This is an optimization exercise on Yosys and OpenROAD, whose aim is a short achievable clock period and few clock cycles, not a production implementation. Function was checked by simulation only, so behaviour that the tests miss may differ from the original. Power figures rest on the tool's default switching activity, not on a simulated workload.

==> flow/run.sh <==
#!/bin/bash
# synth_recipe.tcl (not shown) runs the flow's synth.tcl, then flattens the netlist and writes it again
# the make line also repeats each setting of config.mk as NAME=value (left out here)
make -C /OpenROAD-flow-scripts/flow DESIGN_CONFIG=/design/flow/config.mk WORK_HOME=/design/flow/orfs CLKGATE_MAP_FILE= SYNTH_SCRIPT=/design/flow/synth_recipe.tcl finish
==> flow/config.mk <==
export PLATFORM = sky130hd
export DESIGN_NAME = CombinedCUnDP
export DESIGN_NICKNAME = CombinedCUnDP
export VERILOG_FILES = /design/flow/design.v
export SDC_FILE = /design/flow/constraint.sdc
export NUM_CORES = 4
export LEC_CHECK = 0
export CAP_MARGIN = 20
export CORE_MARGIN = 2
export CORE_UTILIZATION = 40
export PLACE_DENSITY = 0.6
export SLEW_MARGIN = 20
==> flow/constraint.sdc <==
create_clock -name core_clock -period 6.5 [get_ports {clock}]
set_input_delay 1.3000 -clock core_clock [delete_from_list [all_inputs] [get_ports {clock}]]
set_output_delay 1.3000 -clock core_clock [all_outputs]
set_load 0.01 [all_outputs]
==> flow/design.v <==
module DFF_reg	#(parameter size = 1)(Q, load, clear, clock, D);
	output reg [size -1 :0]Q;
	input clock, load, clear;
	input [size -1 :0]D;
always @ (posedge clock, negedge clear)
	 if(~clear)
		Q <= 0;
	 else if(load)	
		Q <= D;
	 else
		Q <= Q;
endmodule
module	mux2to1 #(parameter size = 2)(input S0, input[size - 1 :0] i1, i0, output [size - 1 :0] out);
	assign out = (S0 == 0)? i0 :i1 ;	
endmodule		
module mux4to1 #(parameter size = 4)(input S0, S1, input [size - 1 : 0] i0, i1, i2, i3, output [size - 1 : 0] out);
assign out = (({S1, S0} == 2'b00) ? i0 :
			  ({S1, S0} == 2'b01) ? i1 :
			  ({S1, S0} == 2'b10) ? i2 :
			  i3);
endmodule
module addSubstractor(sub,A, B, out);
	input sub;
	input [7:0] A, B;
	output reg [8:0] out;
	always @(sub or A or B)
	begin
		if(sub)
			out = A - B;
		else
			out = A + B;
	end
endmodule	
module RAM #(parameter RAM_LOCATIONS = 32, 	parameter RAM_BITS = 8)(input [RAM_BITS - 1:0] DATA_IN, input [4:0] ADDR, input WRITE, clk,
	input LOAD_WE, input [4:0] LOAD_ADDR, input [RAM_BITS - 1:0] LOAD_DATA,
	output reg[RAM_BITS - 1:0] DATA_OUT);
	reg [RAM_BITS - 1: 0] RAM [RAM_LOCATIONS - 1:0];
	always@(posedge clk)
	    if(LOAD_WE)
			RAM[LOAD_ADDR] <= LOAD_DATA;
	    else if(WRITE)
			RAM[ADDR] <= DATA_IN;
		else
			DATA_OUT <= RAM[ADDR];
endmodule
module CU(
	output reg IRload, JMPmux, PCload, Meminst, MemWr, Aload, Sub, Halt,
	output reg [1:0] Asel,
	input clock, reset, Enter, Aeq0, Apos,
	input [2:0] IR
);
reg [3:0] state, nextState;
parameter start = 4'b0000, fetch = 4'b0001, decode = 4'b0010, 
		  load = 4'b1000, store = 4'b1001, add = 4'b1010, sub = 4'b1011,
		  Input = 4'b1100, jz = 4'b1101, jpos = 4'b1110, halt = 4'b1111;
always @(posedge clock, negedge reset)
begin
	if(~reset)
	state <= start;	 
	else
	state <= nextState;	 
end
always @(*)	 
	case (state)
	start	: begin
			  {IRload, JMPmux, PCload, Meminst, MemWr, Aload, Sub} = 7'b0000000;			  
			  Asel[1:0] = 2'b00;
			  Halt = 1'b0;
			  nextState = fetch;
			  end
	fetch	: begin
			  {IRload, JMPmux, PCload, Meminst, MemWr, Aload, Sub} = 7'b1010000;
			  Asel[1:0] = 2'b00;
			  Halt = 1'b0;	
			  nextState = decode;
			  end
	decode	:begin
			{IRload, JMPmux, PCload, Meminst, MemWr, Aload, Sub} = 7'b0001000; 
			Asel[1:0] = 2'b00;
			Halt = 1'b0;
				case (IR)
					3'b000 :	nextState = load;	
					3'b001 :	nextState = store;	
					3'b010 :	nextState = add;				
					3'b011 :	nextState = sub;		
					3'b100 :	nextState = Input;								
					3'b101 :	nextState = jz;					
					3'b110 :	nextState = jpos;
					3'b111 :	nextState = halt;			
					default :	nextState = decode;							
				endcase
			end
	load	: begin
			  Halt = 1'b0;
			  Asel[1:0] = 2'b10;
			  {IRload, JMPmux, PCload, Meminst, MemWr, Aload, Sub} = 7'b0000010;
			  nextState = fetch;	 
			  end		
	store	: begin
			  Halt = 1'b0;
			  Asel[1:0] = 2'b00;
			  {IRload, JMPmux, PCload, Meminst, MemWr, Aload, Sub} = 7'b0001100;
			  nextState = start;
			  end	
	add		: begin
			  Halt = 1'b0;
			  Asel[1:0] = 2'b00;
			  {IRload, JMPmux, PCload, Meminst, MemWr, Aload, Sub} = 7'b0000010;
			  nextState = fetch;	 
			  end	
	sub		: begin
			  Halt = 1'b0;
			  Asel[1:0] = 2'b00;
			  {IRload, JMPmux, PCload, Meminst, MemWr, Aload, Sub} = 7'b0000011;
			  nextState = fetch;	 
			  end	
	Input	: begin
			  Halt = 1'b0;
			  Asel[1:0] = 2'b01;
			  {IRload, JMPmux, PCload, Meminst, MemWr, Aload, Sub} = 7'b0000010;
			  if(~Enter)
				nextState = Input;
			  else
				nextState = fetch;	 
			  end
	jz		: begin
			  Halt = 1'b0;
			  Asel[1:0] = 2'b00;
			  {IRload, JMPmux, Meminst, MemWr, Aload, Sub} = 6'b010000;
			  PCload = Aeq0;
			  nextState = start;
			  end	
	jpos	: begin
			  Halt = 1'b0;
			  Asel[1:0] = 2'b00;
			  {IRload, JMPmux, Meminst, MemWr, Aload, Sub} = 6'b010000;
			  PCload = Apos;
			  nextState = start;
			  end	
	halt	: begin
			  Halt = 1'b1;
			  Asel[1:0] = 2'b00;
			  {IRload, JMPmux, PCload, Meminst, MemWr, Aload, Sub} = 7'b0000000;
			  nextState = halt;
			  end		  
	default	: begin
			  {IRload, JMPmux, PCload, Meminst, MemWr, Aload, Sub} = 7'b0000000;
			  Asel[1:0] = 2'b00;
			  Halt = 1'b0;
			  nextState = fetch;
			  end
	endcase
endmodule
module DP(
	input IRload, JMPmux, PCload, Meminst, MemWr, Aload, Reset, Clock , Sub, 
	input [1:0] Asel, 
	input [7:0] INPUT,
	input LoadWe,
	input [4:0] LoadAddr,
	input [7:0] LoadData,
	output [7:0] OUTPUT,
	output [2:0] IR, 
	output Aeq0, Apos
);
	wire [7:0] qIR, qA;
	wire [4:0] qPC;
	wire [7:0] qRAM;
	wire [7:0] dIR, dA, dRAM;
	wire [4:0] dPC; 
	wire [1:0] wireNOR;
	wire [4:0] wireJMP;
	wire [7:0] wireAddSubRslt;
	wire [7:0] wireMux4to1;
	wire [1:0] wireAsel;
	wire [4:0] address;
	wire [8:0] resultAddSub;
	wire [4:0] increment5bits;
	wire [7:0] Z;
	assign Z = 8'b00000000;	 
	assign  increment5bits = qPC[4:0] + 5'b00001;
	assign  wireAddSubRslt = resultAddSub;
	assign  IR[2:0] = qIR[7:5];
	assign  wireAsel = Asel;
	assign  OUTPUT = qA;
	or (wireNOR[0], qA[0], qA[1], qA[2], qA[3]);
	or (wireNOR[1], qA[4], qA[5], qA[6], qA[7]);
	nor (Aeq0, wireNOR[0], wireNOR[1]);
	not	(Apos, qA[7]);
	mux2to1	#(5)		muxJMP     (JMPmux, qIR[4:0], increment5bits, dPC);
	mux2to1	#(5)		muxMeminst (Meminst, qIR[4:0], qPC, address);
	mux4to1	#(8)		mux1    (Asel[0], Asel[1], wireAddSubRslt, INPUT, qRAM, Z, wireMux4to1);
	DFF_reg #(8)		IRreg   (qIR, IRload, Reset, Clock, qRAM);
	DFF_reg #(5)		PCreg   (qPC, PCload, Reset, Clock, dPC);
	DFF_reg #(8)		Areg    (qA , Aload , Reset, Clock, wireMux4to1);
	RAM		#(32, 8)	RAM32x8 (qA, address, MemWr, Clock, LoadWe, LoadAddr, LoadData, qRAM);
	addSubstractor 		addSub1 (Sub, qA, qRAM, resultAddSub);
endmodule 
module CombinedCUnDP(input [7:0]dataIn, input clock, input reset, input enter,
		  input progWe, input [4:0]progAddr, input [7:0]progData,
		  output [7:0]dataOut, output Halt, output wire [2:0]IR);
wire IRload, JMPmux, PCload, Meminst, MemWr, Aload, Sub, Aeq0, Apos;
wire [1:0] Asel;
CU controlUnit(IRload, JMPmux, PCload, Meminst, MemWr, Aload, Sub, Halt, Asel,
		  clock, reset, enter, Aeq0, Apos,
		  IR
		  );
DP dataPath(IRload, JMPmux, PCload, Meminst, MemWr, Aload, reset, clock , Sub, 
		  Asel, dataIn, progWe, progAddr, progData, dataOut ,IR, Aeq0, Apos);
endmodule
==> impl_metrics.toml, run 1 <==
[status]
status = "complete, no violations"

[synthesis]
syn-instance-count = 865
synth_common_cells = "264 x edfxtp_1, 155 x nand2_1, 58 x nand3_1, 56 x nor2_1, 32 x mux4_2"
synthAdderAreaFrac = 0.0108
synth_fp_nets = 900
async_flop_share = 0.0865
synth_top_area_share = 0.645
synth_largest_area_cell = "edfxtp_1"
synth_top_flop_cell = "edfxtp_1"
synthXorXnorAreaFrac = 0.00712
syn_area_per_cell_um2 = 14.2
synth-compound-area-share = 0.0552
synth_seq_cells = 289
yosys.area_share.simple = 0.122
synth_top_family_by_area = "simple AND/OR/NAND/NOR gates"
ys_top_cells_by_area = "edfxtp_1 64%, mux4_2 5.9%, dfrtp_1 5.1%"
synthMuxAreaShare = 0.0880
synth-edff-count = 264
post-synth-top-count-cell = "edfxtp_1"
ys_warn_count = 5
synthesis.area_um2 = 12300
yosysUniqueCellTypes = 51
yosysSeqAreaShare = 0.695

[global_routing]
antenna_found_initial = 0
grt_max_degree = 67
overflow = 0
grt.total_usage = 0.188
grt_pass1_wl_mm = 45.0
grt_pass1_vias = 7226

[drt]
drt_iter0_drc = 708
drc = 0
detail_route.wl_per_cell_um = 22.4
wl_mm = 29.4
via_count = 7411
viasPerCell = 5.66
first_pass_iters = 5
ant_nets = 0

[die]
io_pins = 37
die_h_um = 179
rows = 64
die_w_um = 179
start_util = 0.404
die-area_um2 = 32200
coreArea_um2 = 30400

[min_path]
holdPathStages = 1
hp-class = "reg2reg"

[cells_and_area]
stdcell_area_um2 = 13900
n_antenna_cell = 0
layout-drive-gt1-share = 0.124
finish.utilization = 0.458
syn_to_final_growth_pct = 13.3
layout.cells.non_filler = 1309
finalNetCount = 928

[clocking]
clock-root-buffer = "clkbuf_16"
clk_path_buf_depth = 3
clkTransAtPathRegs_ns = 0.06
tritoncts = "done"
cts_sinks = 289
htreeDepth = 1
cts_buffers = 31
cts_hold_buffers = 0
ctsResizeCount = 0
clk_latency_ns = 0.55
post-cts-setup-buffers = 0

[sta]
post-route-period-util = 0.616
period_needed_ns = 4.00
clock_skew_ns = 0.0160
tightest_slew_ns = 1.12
whs_ns = 0.543
report.final.setup_viol = 0
final_max_slew_viol_count = 0
slew_headroom = 0.248
hold_violations = 0
finalSetupTns_ns = 0
rsz0062_at_grt = "false"
max_freq_ghz = 0.250

[place]
portBuffers = 36
hpwl_mm = 18.8
place_inst = 1256
placed_area_um2 = 13000
gp_congestion = 0.802

[power]
p_leak_nw = 4.58
power.density_nw_per_um2 = 502
ir_drop_v = 0.000352

[setup_path]
worstPathRequired_ns = 6.67
worstPathArrival_ns = 4.17
start_kind = "register"
end_kind = "register"
cp_max_fo = 66
rr_worst_depth = 8
path_class = "reg2reg"

[run]
cap_violations = 0
[state kept, by name (all words and copies together), names as in the netlist]
name,count
dataPath.IRreg.Q,8
dataPath.RAM32x8.RAM,256
dataPath.RAM32x8.DATA_OUT,8
dataPath.PCreg.Q,5
dataPath.Areg.Q,8
controlUnit.state,4
[metrics by stage]
step           total power, mW  setup WS [ns]
3_5_place_dp              5.36           2.13
3_3_place_gp              5.34           2.22
4_1_cts                   7.02           2.49
6_report                  7.00           2.50
5_1_grt                   7.41           2.19
2_1_floorplan             4.54           3.36
[per-layer routing]
| layer | share of wire | wire length [um] | GRT usage | vias to the layer above |
|---|---|---|---|---|
| met5 | 0 | 0 | 0 | - |
| met1 | 0.43 | 12700 | 0.271 | 3685 |
| met4 | 0.027 | 792 | 0.0585 | 0 |
| li1 | - | - | - | 3345 |
| met3 | 0.083 | 2440 | 0.0388 | 50 |
| met2 | 0.46 | 13400 | 0.288 | 331 |
[cell type report]
class | instances | area (um2)
clock buffer | 36 | 795
clock inverter | 17 | 161
sequential | 289 | 8550
inverter | 10 | 37.5
tap | 396 | 495
timing repair buffer | 41 | 398
multi-input combinational | 520 | 3490
fill | 2691 | 16500
[cell usage in the layout (no fill, tap or decap), types with 4 or more instances in the layout]
master | netlist | routed
a21oi_1 | 16 | 16
a221oi_1 | 7 | 7
a31oi_1 | 28 | 28
a32o_1 | 7 | 7
and2_1 | 5 | 5
and3_1 | 6 | 5
buf_4 | 4 | 5
clkbuf_1 | 24 | 5
clkbuf_16 | 0 | 31
clkdlybuf4s50_1 | 0 | 36
clkinv_1 | 0 | 6
clkinv_2 | 0 | 5
dfrtp_1 | 25 | 25
edfxtp_1 | 264 | 264
ha_1 | 9 | 9
inv_1 | 10 | 10
mux2_2 | 21 | 21
mux2i_1 | 11 | 11
mux4_2 | 32 | 32
nand2_1 | 155 | 155
nand2b_1 | 4 | 4
nand3_1 | 58 | 57
nand4_1 | 19 | 19
nor2_1 | 56 | 55
nor2b_1 | 6 | 5
nor3_1 | 12 | 12
o21ai_0 | 22 | 22
o22a_1 | 6 | 6
xnor2_1 | 9 | 9
[power by group]
part	internal, mW	switching (mW)	leakage [nW]
sequential	2.24	0.206	2.68
combinational	1.12	1.77	1.44
clock	0.983	0.683	0.464
[worst max-delay path, cell delays in order, from the launching register on]
cell      delay [ns]
dfrtp_1         0.79
a21oi_1         0.15
o21bai_1        0.24
and3_4          0.55
buf_4           0.67
mux2i_1         0.20
nor2_1          0.18
nand2_1         0.19
nor2_1          0.65
[kinds of logic (layout without fill, tap and decap cells)]
kind of cell,after synthesis,in the layout
adders and majority gates,10,10
DFF,289,289
xor gates and xnor gates,10,10
AOI/OAI and AO/OA,101,101
buffers and inverters,56,104
muxes,65,65
and+or+nand+nor,334,334
[path summary, 6_finish.rpt]
path	slack (ns)	endpoint	startpoint
hold reg to reg	0.54	dataPath.IRreg.Q[6]$_DFFE_PN0P_	dataPath.IRreg.Q[6]$_DFFE_PN0P_
setup / recovery	2.50	dataPath.RAM32x8.RAM[17][6]$_DFFE_PP_	controlUnit.state[3]$_DFF_PN0_
min in group asynchronous	1.13	dataPath.Areg.Q[3]$_DFFE_PN0P_	reset
setup reg to reg	2.50	dataPath.RAM32x8.RAM[17][6]$_DFFE_PP_	controlUnit.state[3]$_DFF_PN0_
hold / removal	0.54	dataPath.IRreg.Q[6]$_DFFE_PN0P_	dataPath.IRreg.Q[6]$_DFFE_PN0P_
max in group asynchronous	5.09	controlUnit.state[1]$_DFF_PN0_	reset
Testbench counts, summed over its fixed seeds: cycles 86,395.
==> inputs of run 2 (changes only) <==
==> flow/design.v (replaced) <==
module CombinedCUnDP(input [7:0]dataIn, input clock, input reset, input enter,
		  input progWe, input [4:0]progAddr, input [7:0]progData,
		  output [7:0]dataOut, output Halt, output wire [2:0]IR);
	reg [7:0] M [0:31];
	reg [7:0] A;
	reg [4:0] PC;
	reg [7:0] ir;
	reg       halt_q;
	reg       primed;	 
	reg       rs;		 
	wire [2:0] op = ir[7:5];
	wire [4:0] ad = ir[4:0];
	wire valid = primed | ~rs;
	wire isLoad  = op == 3'd0;
	wire isStore = op == 3'd1;
	wire isAdd   = op == 3'd2;
	wire isSub   = op == 3'd3;
	wire isIn    = op == 3'd4;
	wire isJz    = op == 3'd5;
	wire isJpos  = op == 3'd6;
	wire isHalt  = op == 3'd7;
	wire [7:0] opnd = M[ad];
	wire [7:0] seqw = M[PC];
	wire taken = valid & ((isJz & (A == 8'd0)) | (isJpos & ~A[7]));
	wire stall = valid & (isHalt | (isIn & ~enter));
	wire store = valid & isStore & reset;
	wire fwd   = valid & isStore & (ad == PC);
	wire [7:0] fetched = taken ? opnd : (fwd ? A : seqw);
	wire [4:0] nextPC  = taken ? ad + 5'd1 : PC + 5'd1;
	wire [7:0] irRun   = stall ? ir : fetched;
	wire [7:0] word0   = (progWe && progAddr == 5'd0) ? progData : M[0];
	always @(posedge clock) begin
		rs <= reset;
		if (~reset | ~valid)
			ir <= word0;
		else
			ir <= irRun;
	end
	always @(posedge clock, negedge reset)
		if (~reset) begin
			A <= 8'd0;
			PC <= 5'd1;
			halt_q <= 1'b0;
			primed <= 1'b0;
		end else begin
			primed <= 1'b1;
			halt_q <= irRun[7:5] == 3'd7;
			if (valid & ~stall)
				PC <= nextPC;
			if (valid) begin
				if (isLoad)
					A <= opnd;
				else if (isAdd)
					A <= A + opnd;
				else if (isSub)
					A <= A - opnd;
				else if (isIn & enter)
					A <= dataIn;
			end
		end
	integer i;
	always @(posedge clock)
		for (i = 0; i < 32; i = i + 1)
			if (progWe && progAddr == i)
				M[i] <= progData;
			else if (store && ad == i)
				M[i] <= A;
	assign dataOut = A;
	assign Halt = halt_q;
	assign IR = op;
endmodule
--- a/flow/config.mk
+++ b/flow/config.mk
@@ -6,7 +6,9 @@
 export NUM_CORES = 4
 export LEC_CHECK = 0
+export ABC_CLOCK_PERIOD_IN_PS = 1500
 export CAP_MARGIN = 20
 export CORE_MARGIN = 2
-export CORE_UTILIZATION = 40
-export PLACE_DENSITY = 0.6
+export CORE_UTILIZATION = 30
+export PLACE_DENSITY = 0.5
+export SETUP_SLACK_MARGIN = 4.0
 export SLEW_MARGIN = 20
==> impl_metrics.toml, run 2 <==
[min_path]
hp-class = "reg2reg"
worst_hold_path.endpoint = "A[3]$_DFFE_PN0P_"
holdPathStages = 2
hold_path_startpoint = "ir[7]$_DFF_P_"

[synthesis]
synth_top_flop_cell = "edfxtp_1"
syn-instance-count = 1777
ys_top_cells_by_area = "edfxtp_1 44%, mux2_2 13%, nand3_1 7.9%"
post-synth-top-count-cell = "nand3_1"
async_flop_share = 0.0536
synthesis.area_um2 = 17900
yosysUniqueCellTypes = 79
ys_warn_count = 2
synth_fp_nets = 1819
synth_common_cells = "282 x nand3_1, 261 x edfxtp_1, 205 x mux2_2, 140 x nand2_1, 115 x clkbuf_1"
synth-edff-count = 261
syn_area_per_cell_um2 = 10.1
synth_top_area_share = 0.438
synth_largest_area_cell = "edfxtp_1"
synth_seq_cells = 280
yosysSeqAreaShare = 0.464

[drt]
first_pass_iters = 6
ant_nets = 0
dr_wl_met3_mm = 11.3
drc = 0
top_layer = "met4"
viasPerCell = 6.57
detail_route.wl_per_cell_um = 37.1
wl_mm = 102
drt_iter0_drc = 2845
via_count = 18100
wl_met2_mm = 44.0
wl_met1_mm = 39.9

[cells_and_area]
syn_to_final_growth_pct = 39.0
layout-drive-gt1-share = 0.421
largest_register_ff_count = 256
finish.utilization = 0.421
final_common_cell = "nand3_1"
reg.largest.list = "M x256, A x8, ir x8"
finalNetCount = 1999
num-fill-cells = 5640
stdcell_area_um2 = 24800
layout_common_cells = "264 x nand3_1, 261 x edfxtp_1, 191 x buf_4"
regMostFlops = "M"

[sta]
tightest_slew_ns = 0.767
final_max_slew_viol_count = 0
slew_headroom = 0.489
report.final.setup_viol = 0
hold_violations = 0
finalSetupTns_ns = 0
post-route-period-util = 0.609
clock_skew_ns = 0.0237
period_needed_ns = 3.96
max_freq_ghz = 0.253
rsz0062_at_grt = "true"

[setup_path]
cp_slowest_stage_delay_ns = 0.48
crit_path_cell_trace = "buf_6 -> or3b_4 -> buf_6 -> nor2_4 -> a22oi_2 -> and4_1 -> nand4_1 -> o32a_4 -> ha_4 -> a21oi_4 -> o211ai_1 -> o41ai_2 -> buf_4 -> nor2_1 -> or3_1 -> a21oi_2 -> nor3_2 -> a31oi_1"
path_class = "reg2reg"
cp_max_fo = 7
end_kind = "register"
crit_slowest_cell = "edfxtp_1"
cp_common_cell = "buf_6"
ff2ff_setup_slack_ns = 2.54
r2r_start = "ir[1]$_DFFE_PP_"
worstPathRequired_ns = 6.99
start_kind = "register"
rr_worst_depth = 18
r2r_end = "A[7]$_DFFE_PN0P_"
worstPathArrival_ns = 4.45

[run]
cap_violations = 0

[power]
seq_power_share = 0.198
clkPwrFrac = 0.156
p_total_mw = 12.8
power.density_nw_per_um2 = 517
p_leak_nw = 8.81
p_sw_mw = 5.63
combPwrFrac = 0.646
ir_drop_v = 0.000335
switching_share = 0.438
internal_power_mw = 7.21

[die]
die-area_um2 = 61600
rows = 89
die_w_um = 248
start_util = 0.303
coreArea_um2 = 59000
io_pins = 37
die_h_um = 248

[global_routing]
grt_pass1_vias = 17000
grt_pass1_wl_mm = 139
grt.total_usage = 0.326
antenna_found_initial = 0
overflow = 0
grt_max_degree = 57

[clocking]
clk_latency_ns = 0.58
clkTransAtPathRegs_ns = 0.06
cts_sinks = 280
tritoncts = "done"
clock-root-buffer = "clkbuf_16"
cts_buffers = 35
htreeDepth = 2
clk_path_buf_depth = 3

[place]
hpwl_mm = 66.6
portBuffers = 36
placed_area_um2 = 19900
gp_congestion = 1.04

[status]
status = "complete, no violations"
run 2: worst max-delay path: cells and delay by family, from the launching register on:
kind            cells  cell delay (ns)
compound gates      7             1.48
flops               1             0.48
buf+inv             3             0.53
simple gates        7             1.12
fa+ha+maj           1             0.25
run 2: timing repair:
item,CTS,global route
setup buffers,175,43
gates resized for setup,306,103
cloned,12,2
endpoints found under the setup margin,551,163
hold buffers,0,0
pin swaps,109,85
run 2: worst max-delay path by stage:
stage                             endpoint             from
after floorplan           A[7]$_DFFE_PN0P_  ir[0]$_DFFE_PP_
after global placement    A[7]$_DFFE_PN0P_  ir[4]$_DFFE_PP_
after detailed placement  A[7]$_DFFE_PN0P_  ir[4]$_DFFE_PP_
after CTS                 A[7]$_DFFE_PN0P_  ir[1]$_DFFE_PP_
after global routing      A[7]$_DFFE_PN0P_  ir[1]$_DFFE_PP_
final                     A[7]$_DFFE_PN0P_  ir[1]$_DFFE_PP_
run 2: stage by stage:
stage                     hold WS [ns]  setup WS, ns  instances
after floorplan                  0.613          3.08       1777
after global placement           0.628          1.44       2460
after detailed placement         0.669          1.39       2461
after CTS                        0.683          2.63       2709
after global routing             0.723          2.48       2754
final                            0.703          2.54       2755
run 2: routing by layer:
metal	up-vias	global-route usage
li1	7200	-
met1	9163	0.433
met2	1414	0.494
met3	334	0.0742
met4	0	0.174
met5	-	0
run 2: power by group through the flow:
stage	Clock [mW]	Combinational, mW	Sequential, mW
2_1_floorplan	0	3.80	2.47
3_3_place_gp	0	5.31	2.65
3_5_place_dp	0	5.31	2.65
4_1_cts	2.00	7.28	2.54
5_1_grt	2.06	8.56	2.55
6_report	2.00	8.29	2.54
run 2: logic make-up (layout without fill, tap and decap cells):
| group | Yosys count | in the layout | synth area share |
|---|---|---|---|
| fa+ha+maj | 17 | 17 | 0.0127 |
| buf+inv | 199 | 402 | 0.0482 |
| mux | 219 | 219 | 0.137 |
| compound gates | 303 | 303 | 0.119 |
| flops | 280 | 280 | 0.464 |
| xor+xnor | 12 | 12 | 0.00588 |
| simple gates | 746 | 747 | 0.213 |
| other cells | 1 | 2 | 0.000210 |
run 2: final cells by class:
cell class | count | area, um2 | area share
Clock buffer | 39 | 912 | 0.0367
Antenna cell | 1 | 2.50 | 0.000101
Inverter | 19 | 75.1 | 0.00302
Tap cell | 773 | 967 | 0.0389
Sequential cell | 280 | 8330 | 0.335
Clock inverter | 22 | 199 | 0.00801
Multi-Input combinational cell | 1299 | 10900 | 0.437
Timing Repair Buffer | 322 | 3500 | 0.141
Testbench counts of run 2, summed over its fixed seeds: cycles 33,193.
==> inputs of run 3 (changes only) <==
==> flow/config.mk (replaced) <==
export PLATFORM = sky130hd
export DESIGN_NAME = CombinedCUnDP
export DESIGN_NICKNAME = CombinedCUnDP
export VERILOG_FILES = /design/flow/design.v
export SDC_FILE = /design/flow/constraint.sdc
export NUM_CORES = 4
export LEC_CHECK = 0
export CAP_MARGIN = 20
export CORE_MARGIN = 2
export CORE_UTILIZATION = 40
export PLACE_DENSITY = 0.6
export SLEW_MARGIN = 20
==> impl_metrics.toml, run 3 <==
[place]
placed_area_um2 = 18900
hpwl_mm = 66.5
gp_congestion = 1.07
portBuffers = 36

[global_routing]
grt.total_usage = 0.396
grt_max_degree = 41
overflow = 0
grt_pass1_wl_mm = 128
grt_pass1_vias = 15900
antenna_found_initial = 0

[sta]
period_needed_ns = 5.10
final_max_slew_viol_count = 0
tightest_slew_ns = 1.23
hold_violations = 0
rsz0062_at_grt = "false"
report.final.setup_viol = 0
finalSetupTns_ns = 0
max_freq_ghz = 0.196
slew_headroom = 0.176
post-route-period-util = 0.785
clock_skew_ns = 0.0188

[die]
coreArea_um2 = 44100
die-area_um2 = 46400
die_w_um = 215
die_h_um = 215
rows = 77
io_pins = 37
start_util = 0.405

[clocking]
cts_hold_buffers = 0
cts_buffers = 35
clk_path_buf_depth = 3
post-cts-setup-buffers = 0
ctsResizeCount = 0
cts_sinks = 280
clock-root-buffer = "clkbuf_16"
clk_latency_ns = 0.56
clkTransAtPathRegs_ns = 0.06
tritoncts = "done"
htreeDepth = 2

[drt]
ant_nets = 0
drc = 0
viasPerCell = 7.10
first_pass_iters = 6
drt_iter0_drc = 2534
detail_route.wl_per_cell_um = 39.3
via_count = 16800
wl_mm = 93.0

[cells_and_area]
layout_common_cells = "282 x nand3_1, 261 x edfxtp_1, 205 x mux2_2"
reg.largest.list = "M x256, A x8, ir x8"
syn_to_final_growth_pct = 12.0
stdcell_area_um2 = 20000
regMostFlops = "M"
finalNetCount = 1797
largest_register_ff_count = 256
final_common_cell = "nand3_1"
n_antenna_cell = 0
num-fill-cells = 4308
layout-drive-gt1-share = 0.222

[setup_path]
rr_worst_depth = 17
cp_slowest_stage_delay_ns = 0.45
cp_num_buf_inv = 1
end_kind = "register"
cp_top_family = "compound AO/OA/AOI/OAI gates"
crit_path_cell_trace = "buf_4 -> nand2b_1 -> nor2_1 -> a22oi_1 -> nand2_1 -> nor4_1 -> a21oi_1 -> ha_1 -> fa_1 -> a21o_1 -> a21oi_1 -> nor2_1 -> a2111oi_0 -> a31oi_1 -> xnor2_1 -> o221ai_1 -> o21ai_0"
path_class = "reg2reg"
cp_max_fo = 16
start_kind = "register"
crit_slowest_cell = "fa_1"
crit_cells = 17
worstPathArrival_ns = 5.57
worstPathRequired_ns = 6.97

[synthesis]
synth_common_cells = "282 x nand3_1, 261 x edfxtp_1, 205 x mux2_2, 140 x nand2_1, 115 x clkbuf_1"
synth_fp_nets = 1819
syn-instance-count = 1777
synth_seq_cells = 280
async_flop_share = 0.0536
synth_top_area_share = 0.438
synth-edff-count = 261
ys_top_cells_by_area = "edfxtp_1 44%, mux2_2 13%, nand3_1 7.9%"
post-synth-top-count-cell = "nand3_1"
ys_warn_count = 2
synth_largest_area_cell = "edfxtp_1"
yosysUniqueCellTypes = 79
synth_top_flop_cell = "edfxtp_1"
synthesis.area_um2 = 17900
syn_area_per_cell_um2 = 10.1
yosysSeqAreaShare = 0.464

[power]
p_leak_nw = 6.81
power.density_nw_per_um2 = 490
ir_drop_v = 0.000304

[run]
cap_violations = 0

[status]
status = "complete, no violations"

[min_path]
hp-class = "reg2reg"
holdPathStages = 2
## run 3: cell counts after synthesis
No cell type changed its count.
## run 3: power breakdown
group | leakage [nW] | internal, mW | switching, mW
Combinational | 3.73 | 1.86 | 3.48
Sequential | 2.56 | 2.33 | 0.231
Clock | 0.525 | 1.10 | 0.800
## run 3: routing by layer
metal / global-route usage / vias to the layer above / share of wire
li1: - / 6781 / -
met1: 0.524 / 8417 / 0.39
met2: 0.593 / 1305 / 0.43
met3: 0.0796 / 318 / 0.10
met4: 0.251 / 0 / 0.076
met5: 0 / - / 0
## run 3: final timing paths
| path | startpoint | end | slack (ns) |
|---|---|---|---|
| min | PC[0]$_DFFE_PN1P_ | PC[0]$_DFFE_PN1P_ | 0.66 |
| min reg2reg | PC[0]$_DFFE_PN1P_ | PC[0]$_DFFE_PN1P_ | 0.66 |
| max | ir[3]$_DFFE_PP_ | A[6]$_DFFE_PN0P_ | 1.40 |
| min in group asynchronous | reset | PC[2]$_DFFE_PN0P_ | 0.79 |
| max reg2reg | ir[3]$_DFFE_PP_ | A[6]$_DFFE_PN0P_ | 1.40 |
| max in group asynchronous | reset | PC[0]$_DFFE_PN1P_ | 5.35 |
## run 3: cell type report
cell class | count | area [um2] | area share
Multi-Input combinational cell | 1298 | 8840 | 0.442
Sequential cell | 280 | 8290 | 0.414
Timing Repair Buffer | 121 | 995 | 0.0497
Clock buffer | 49 | 991 | 0.0495
Tap cell | 592 | 741 | 0.0370
Clock inverter | 11 | 87.6 | 0.00437
Inverter | 19 | 71.3 | 0.00356
## run 3: cells by family (layout without fill, tap and decap cells)
kind of cell               count (synthesis)  count (layout)  synth area share
muxes                                    219             219             0.137
xor gates and xnor gates                  12              12           0.00588
other                                      1               1          0.000210
adders and majority gates                 17              17            0.0127
and+or+nand+nor                          746             746             0.213
buffers and inverters                    199             200            0.0482
AOI/OAI and AO/OA                        303             303             0.119
DFF                                      280             280             0.464
## run 3: metrics by stage
step           power [mW]  hold WS (ns)  cells   util  worst slack [ns]
5_1_grt              10.1         0.701   2370  0.454              1.21
3_3_place_gp         7.69         0.633   2307  0.428              1.51
6_report             9.80         0.661   2370  0.454              1.40
4_1_cts              9.60         0.650   2370  0.454              1.60
3_5_place_dp         7.70         0.625   2310  0.429              1.65
2_1_floorplan        5.91         0.617   1777      -              2.81
## run 3: tightest hold or removal path, cell delays in order (launching register included)
cell and delay (ns):
dfstp_2 0.48, nand2_1 0.09, o21ai_0 0.08
==> inputs of run 4 (changes only) <==
==> flow/design.v (replaced) <==
module CombinedCUnDP(input [7:0]dataIn, input clock, input reset, input enter,
		  input progWe, input [4:0]progAddr, input [7:0]progData,
		  output [7:0]dataOut, output Halt, output wire [2:0]IR);
	reg [7:0] M [0:31];
	reg [7:0] A;
	reg [4:0] P;
	reg [7:0] i0, i1;
	reg       halt_q;
	reg       primed;	 
	reg       rs;		 
	wire valid = primed | ~rs;
	wire [2:0] op0 = i0[7:5];
	wire [4:0] a0  = i0[4:0];
	wire [2:0] op1 = i1[7:5];
	wire [4:0] a1  = i1[4:0];
	wire [4:0] P1  = P + 5'd1;
	wire [4:0] P2  = P + 5'd2;
	wire [4:0] P3  = P + 5'd3;
	localparam LOAD = 3'd0, STORE = 3'd1, ADD = 3'd2, SUB = 3'd3,
	           IN = 3'd4, JZ = 3'd5, JPOS = 3'd6, HALT = 3'd7;
	wire [7:0] m_a0  = M[a0];
	wire [7:0] m_a0n = M[a0 + 5'd1];
	wire [7:0] m_a1  = M[a1];
	wire [7:0] m_a1n = M[a1 + 5'd1];
	wire [7:0] m_p2  = M[P2];
	wire [7:0] m_p3  = M[P3];
	wire Az = A == 8'd0;
	wire Ap = ~A[7];
	wire c0 = (op0 == JZ & Az) | (op0 == JPOS & Ap);
	wire c1 = (op1 == JZ & Az) | (op1 == JPOS & Ap);
	wire br0 = op0 == JZ | op0 == JPOS;
	wire br1 = op1 == JZ | op1 == JPOS;
	wire rd1 = op1 == LOAD | op1 == ADD | op1 == SUB;
	wire take0 = valid & c0;
	wire stall = valid & (op0 == HALT | (op0 == IN & ~enter));
	wire pairOK =
		(op0 == STORE & a0 != P1 & ((rd1 & a1 != a0) | op1 == STORE | br1)) |
		(br0 & ~c0 & (rd1 | op1 == STORE | br1)) |
		(op0 == LOAD & rd1);
	wire dual  = valid & pairOK;
	wire take1 = dual & c1;
	wire st0 = valid & reset & op0 == STORE;
	wire st1 = dual & reset & op1 == STORE;
	wire f0 = op0 == STORE;
	wire f1 = dual & op1 == STORE;
	function [7:0] fw(input [7:0] w, input [4:0] wa);
		fw = ((f0 & a0 == wa) | (f1 & a1 == wa)) ? A : w;
	endfunction
	reg [7:0] n0, n1;
	reg [4:0] nP;
	always @(*) begin
		if (take0) begin
			n0 = m_a0; n1 = m_a0n; nP = a0;
		end else if (take1) begin
			n0 = fw(m_a1, a1); n1 = fw(m_a1n, a1 + 5'd1); nP = a1;
		end else if (dual) begin
			n0 = fw(m_p2, P2); n1 = fw(m_p3, P3); nP = P2;
		end else begin
			n0 = fw(i1, P1); n1 = fw(m_p2, P2); nP = P1;
		end
	end
	wire [7:0] r0run = stall ? i0 : n0;
	wire [7:0] r1run = stall ? i1 : n1;
	wire [7:0] w0 = (progWe && progAddr == 5'd0) ? progData : M[0];
	wire [7:0] w1 = (progWe && progAddr == 5'd1) ? progData : M[1];
	always @(posedge clock) begin
		rs <= reset;
		if (~reset | ~valid) begin
			i0 <= w0;
			i1 <= w1;
		end else begin
			i0 <= r0run;
			i1 <= r1run;
		end
	end
	reg       ldA;
	reg [7:0] nA;
	always @(*) begin
		ldA = 1'b1;
		nA = A;
		if (dual & rd1) begin
			if (op0 == LOAD)
				nA = op1 == LOAD ? m_a1 : op1 == ADD ? m_a0 + m_a1 : m_a0 - m_a1;
			else
				nA = op1 == LOAD ? m_a1 : op1 == ADD ? A + m_a1 : A - m_a1;
		end else if (~dual) begin
			case (op0)
				LOAD: nA = m_a0;
				ADD:  nA = A + m_a0;
				SUB:  nA = A - m_a0;
				IN:   nA = dataIn;
				default: ldA = 1'b0;
			endcase
			if (op0 == IN & ~enter)
				ldA = 1'b0;
		end else
			ldA = 1'b0;
	end
	always @(posedge clock, negedge reset)
		if (~reset) begin
			A <= 8'd0;
			P <= 5'd0;
			halt_q <= 1'b0;
			primed <= 1'b0;
		end else begin
			primed <= 1'b1;
			halt_q <= r0run[7:5] == HALT;
			if (valid & ~stall)
				P <= nP;
			if (valid & ldA)
				A <= nA;
		end
	integer i;
	always @(posedge clock)
		for (i = 0; i < 32; i = i + 1)
			if (progWe && progAddr == i)
				M[i] <= progData;
			else if ((st0 && a0 == i) || (st1 && a1 == i))
				M[i] <= A;
	assign dataOut = A;
	assign Halt = halt_q;
	assign IR = op0;
endmodule
--- a/flow/config.mk
+++ b/flow/config.mk
@@ -6,7 +6,9 @@
 export NUM_CORES = 4
 export LEC_CHECK = 0
+export ABC_CLOCK_PERIOD_IN_PS = 1500
 export CAP_MARGIN = 20
 export CORE_MARGIN = 2
 export CORE_UTILIZATION = 40
 export PLACE_DENSITY = 0.6
+export SETUP_SLACK_MARGIN = 4.0
 export SLEW_MARGIN = 20
==> impl_metrics.toml, run 4 <==
[clocking]
htreeDepth = 2
cts_buffers = 37
cts_sinks = 288
clock-root-buffer = "clkbuf_16"
clk_path_buf_depth = 3

[synthesis]
syn-instance-count = 3268
synthesis.area_um2 = 28500
yosysSeqAreaShare = 0.300
ys_warn_count = 2
syn_area_per_cell_um2 = 8.72
synthXorXnorAreaFrac = 0.0252
yosysUniqueCellTypes = 119
synth_fp_nets = 3334
synth_seq_cells = 288
yosys.area_share.simple = 0.188
synth-edff-count = 269
synthAdderAreaFrac = 0.0193
synthMuxAreaShare = 0.113
synth-compound-area-share = 0.301
synth_top_flop_cell = "edfxtp_1"
post-synth-top-count-cell = "nand2_1"
async_flop_share = 0.0521
synth_common_cells = "351 x nand2_1, 269 x edfxtp_1, 195 x mux2_2, 193 x a22oi_1"
synth_largest_area_cell = "edfxtp_1"
synth_top_area_share = 0.284
ys_top_cells_by_area = "edfxtp_1 28%, mux2_2 7.7%, a22oi_1 5.1%"
synth_top_family_by_area = "compound AO/OA/AOI/OAI gates"

[die]
die_w_um = 271
rows = 97
io_pins = 37
die_h_um = 271
start_util = 0.405

[status]
error = "[ERROR GRT-0232] Routing congestion too high. Check the congestion heatmap in the GUI."
status = "stopped before the end"
stop_stage = "global routing"

[global_routing]
overflow = 1
grt_max_degree = 86
grt.total_usage = 0.775

[place]
gp_congestion = 1.33
placed_area_um2 = 32300
portBuffers = 36
hpwl_mm = 165
## run 4: cell count changes after synthesis, sizes merged, moves of 113 or more
cell,delta
o21ai,+113
nand3,-130
nand2,+212
a22oi,+128
a21oi,+113
a221oi,+128
## run 4: layer usage
metal  track usage  GRT overflow
met1         0.780             1
met4         0.723             0
met2         0.883             0
met5         0.491             0
met3         0.693             0
## run 4: kinds of logic after synthesis
group	Yosys count
compound gates	1153
simple gates	1082
xor+xnor	78
mux	289
other cells	1
fa+ha+maj	43
buf+inv	334
flops	288
## run 4: worst max-delay path by stage
| stage | startpoint | end | cells after the start |
|---|---|---|---|
| 2_1_floorplan | i1[1]$_DFFE_PP_ | A[7]$_DFFE_PN0P_ | 28 |
| 3_3_place_gp | i1[1]$_DFFE_PP_ | A[7]$_DFFE_PN0P_ | 23 |
| 3_5_place_dp | i1[1]$_DFFE_PP_ | A[7]$_DFFE_PN0P_ | 21 |
| 4_1_cts | i1[0]$_DFFE_PP_ | A[7]$_DFFE_PN0P_ | 23 |
## run 4: metrics by stage
| step | instances | utilization | power [mW] | worst slack, ns |
|---|---|---|---|---|
| CTS | 4526 | 0.524 | 23.4 | 1.62 |
| detailed placement | 4260 | 0.460 | 18.3 | 0.824 |
| global placement | 4259 | 0.460 | 17.9 | 0.917 |
| floorplan | 3268 | - | 13.1 | 1.34 |
## run 4: power groups by stage
stage	clock, mW	combinational (mW)	sequential [mW]
2_1_floorplan	0	10.5	2.59
3_3_place_gp	0	15.1	2.74
3_5_place_dp	0	15.5	2.75
4_1_cts	2.04	18.7	2.69
## run 4: repair_timing
| item | 4_1_cts |
|---|---|
| endpoints found under the hold margin | 0 |
| gates resized for setup | 350 |
| gates cloned | 16 |
| hold buffers | 0 |
| pin swaps | 89 |
| endpoints found under the setup margin | 567 |
| setup buffers | 182 |
Testbench counts of run 4, summed over its fixed seeds: cycles 24,042.
==> inputs of run 5 (changes only) <==
--- a/flow/config.mk
+++ b/flow/config.mk
@@ -6,9 +6,7 @@
 export NUM_CORES = 4
 export LEC_CHECK = 0
-export ABC_CLOCK_PERIOD_IN_PS = 1500
 export CAP_MARGIN = 20
 export CORE_MARGIN = 2
 export CORE_UTILIZATION = 40
 export PLACE_DENSITY = 0.6
-export SETUP_SLACK_MARGIN = 4.0
 export SLEW_MARGIN = 20
==> impl_metrics.toml, run 5 <==
[status]
status = "stopped before the end"
stop_stage = "global routing"
error = "[ERROR GRT-0116] Global routing finished with congestion. Check the congestion regions in the DRC Viewer."

[clocking]
ctsResizeCount = 0
post-cts-setup-buffers = 0
clock-root-buffer = "clkbuf_16"
cts_hold_buffers = 0
cts_sinks = 288
cts_buffers = 36
clk_path_buf_depth = 3
htreeDepth = 2

[die]
die_h_um = 271
start_util = 0.405
die_w_um = 271
rows = 97
io_pins = 37

[global_routing]
grt_max_degree = 66
overflow = 3
grt_pass1_vias = 38900
grt.total_usage = 0.769
grt_pass1_wl_mm = 382

[place]
hpwl_mm = 190
place_inst = 4360
portBuffers = 36
gp_congestion = 1.42
placed_area_um2 = 32000

[synthesis]
ys_warn_count = 2
yosysUniqueCellTypes = 119
synth_top_area_share = 0.284
syn_area_per_cell_um2 = 8.72
post-synth-top-count-cell = "nand2_1"
synth_largest_area_cell = "edfxtp_1"
synth_common_cells = "351 x nand2_1, 269 x edfxtp_1, 195 x mux2_2, 193 x a22oi_1"
synth_top_flop_cell = "edfxtp_1"
synth_seq_cells = 288
synthesis.area_um2 = 28500
synth_fp_nets = 3334
yosysSeqAreaShare = 0.300
async_flop_share = 0.0521
syn-instance-count = 3268
synth-edff-count = 269
ys_top_cells_by_area = "edfxtp_1 28%, mux2_2 7.7%, a22oi_1 5.1%"
## run 5: cells by family after synthesis
kind of cell               synth area share
adders and majority gates            0.0193
DFF                                   0.300
and+or+nand+nor                       0.188
other                              0.000132
xor gates and xnor gates             0.0252
muxes                                 0.113
buffers and inverters                0.0529
AOI/OAI and AO/OA                     0.301
## run 5: worst max-delay path by stage
stage	startpoint	end	slack, ns	cells after the start
after CTS	i1[0]$_DFFE_PP_	A[7]$_DFFE_PN0P_	0.69	23
after detailed placement	i1[0]$_DFFE_PP_	A[7]$_DFFE_PN0P_	0.71	23
after global placement	i1[0]$_DFFE_PP_	A[7]$_DFFE_PN0P_	0.73	22
after floorplan	i1[0]$_DFFE_PP_	A[7]$_DFFE_PN0P_	0.69	27
## run 5: metrics by stage
step | setup WS, ns | hold slack, ns
global placement | 0.729 | 0.694
detailed placement | 0.708 | 0.718
floorplan | 0.694 | 0.627
CTS | 0.694 | 0.730
## run 5: metal layers
metal,overflow,global-route usage
met3,0,0.691
met4,2,0.681
met2,1,0.878
met5,0,0.458
met1,0,0.788
## run 5: power groups by stage
stage	sequential, mW	clock [mW]	combinational [mW]
CTS	2.69	2.17	15.9
detailed placement	2.73	0	15.8
global placement	2.72	0	15.7
floorplan	2.58	0	9.78

afterwards: timing with drivers on the ports:
No port has a modelled driver above. Below, the same layouts with a new extraction and two added sets of constraints.
Step 1, drivers: a clkbuf_16 drives clock and a buf_2 each remaining input, both assumed.
Step 2 adds t to the input delays and takes it off the output delays; t is the mean of the earliest and latest rising clock arrival at the registers after step 1. Input paths then give back, and output paths get back, about the clock's delay inside the block.
a / b / c = no drivers / after step 1 / after step 2; a / b = the first two.
run | shift t [ns] | setup WS [ns] | worst register clock-pin slew, ns | worst data-port slew with drivers (ns) | pins driven straight from the clock port
run 1 | 0.586 | 2.497 / 2.497 / 2.068 | 0.06 / 0.06 | 0.06 | 1
run 2 | 0.633 | 2.544 / 2.544 / 2.544 | 0.07 / 0.07 | 0.04 | 1
run 3 | 0.613 | 1.399 / 1.399 / 1.399 | 0.06 / 0.06 | 0.04 | 1
After both steps setup and hold are still met in every run listed. The setup slack of run 1, which loses most, moves by 0.000 ns with the drivers and by -0.429 ns with both steps.
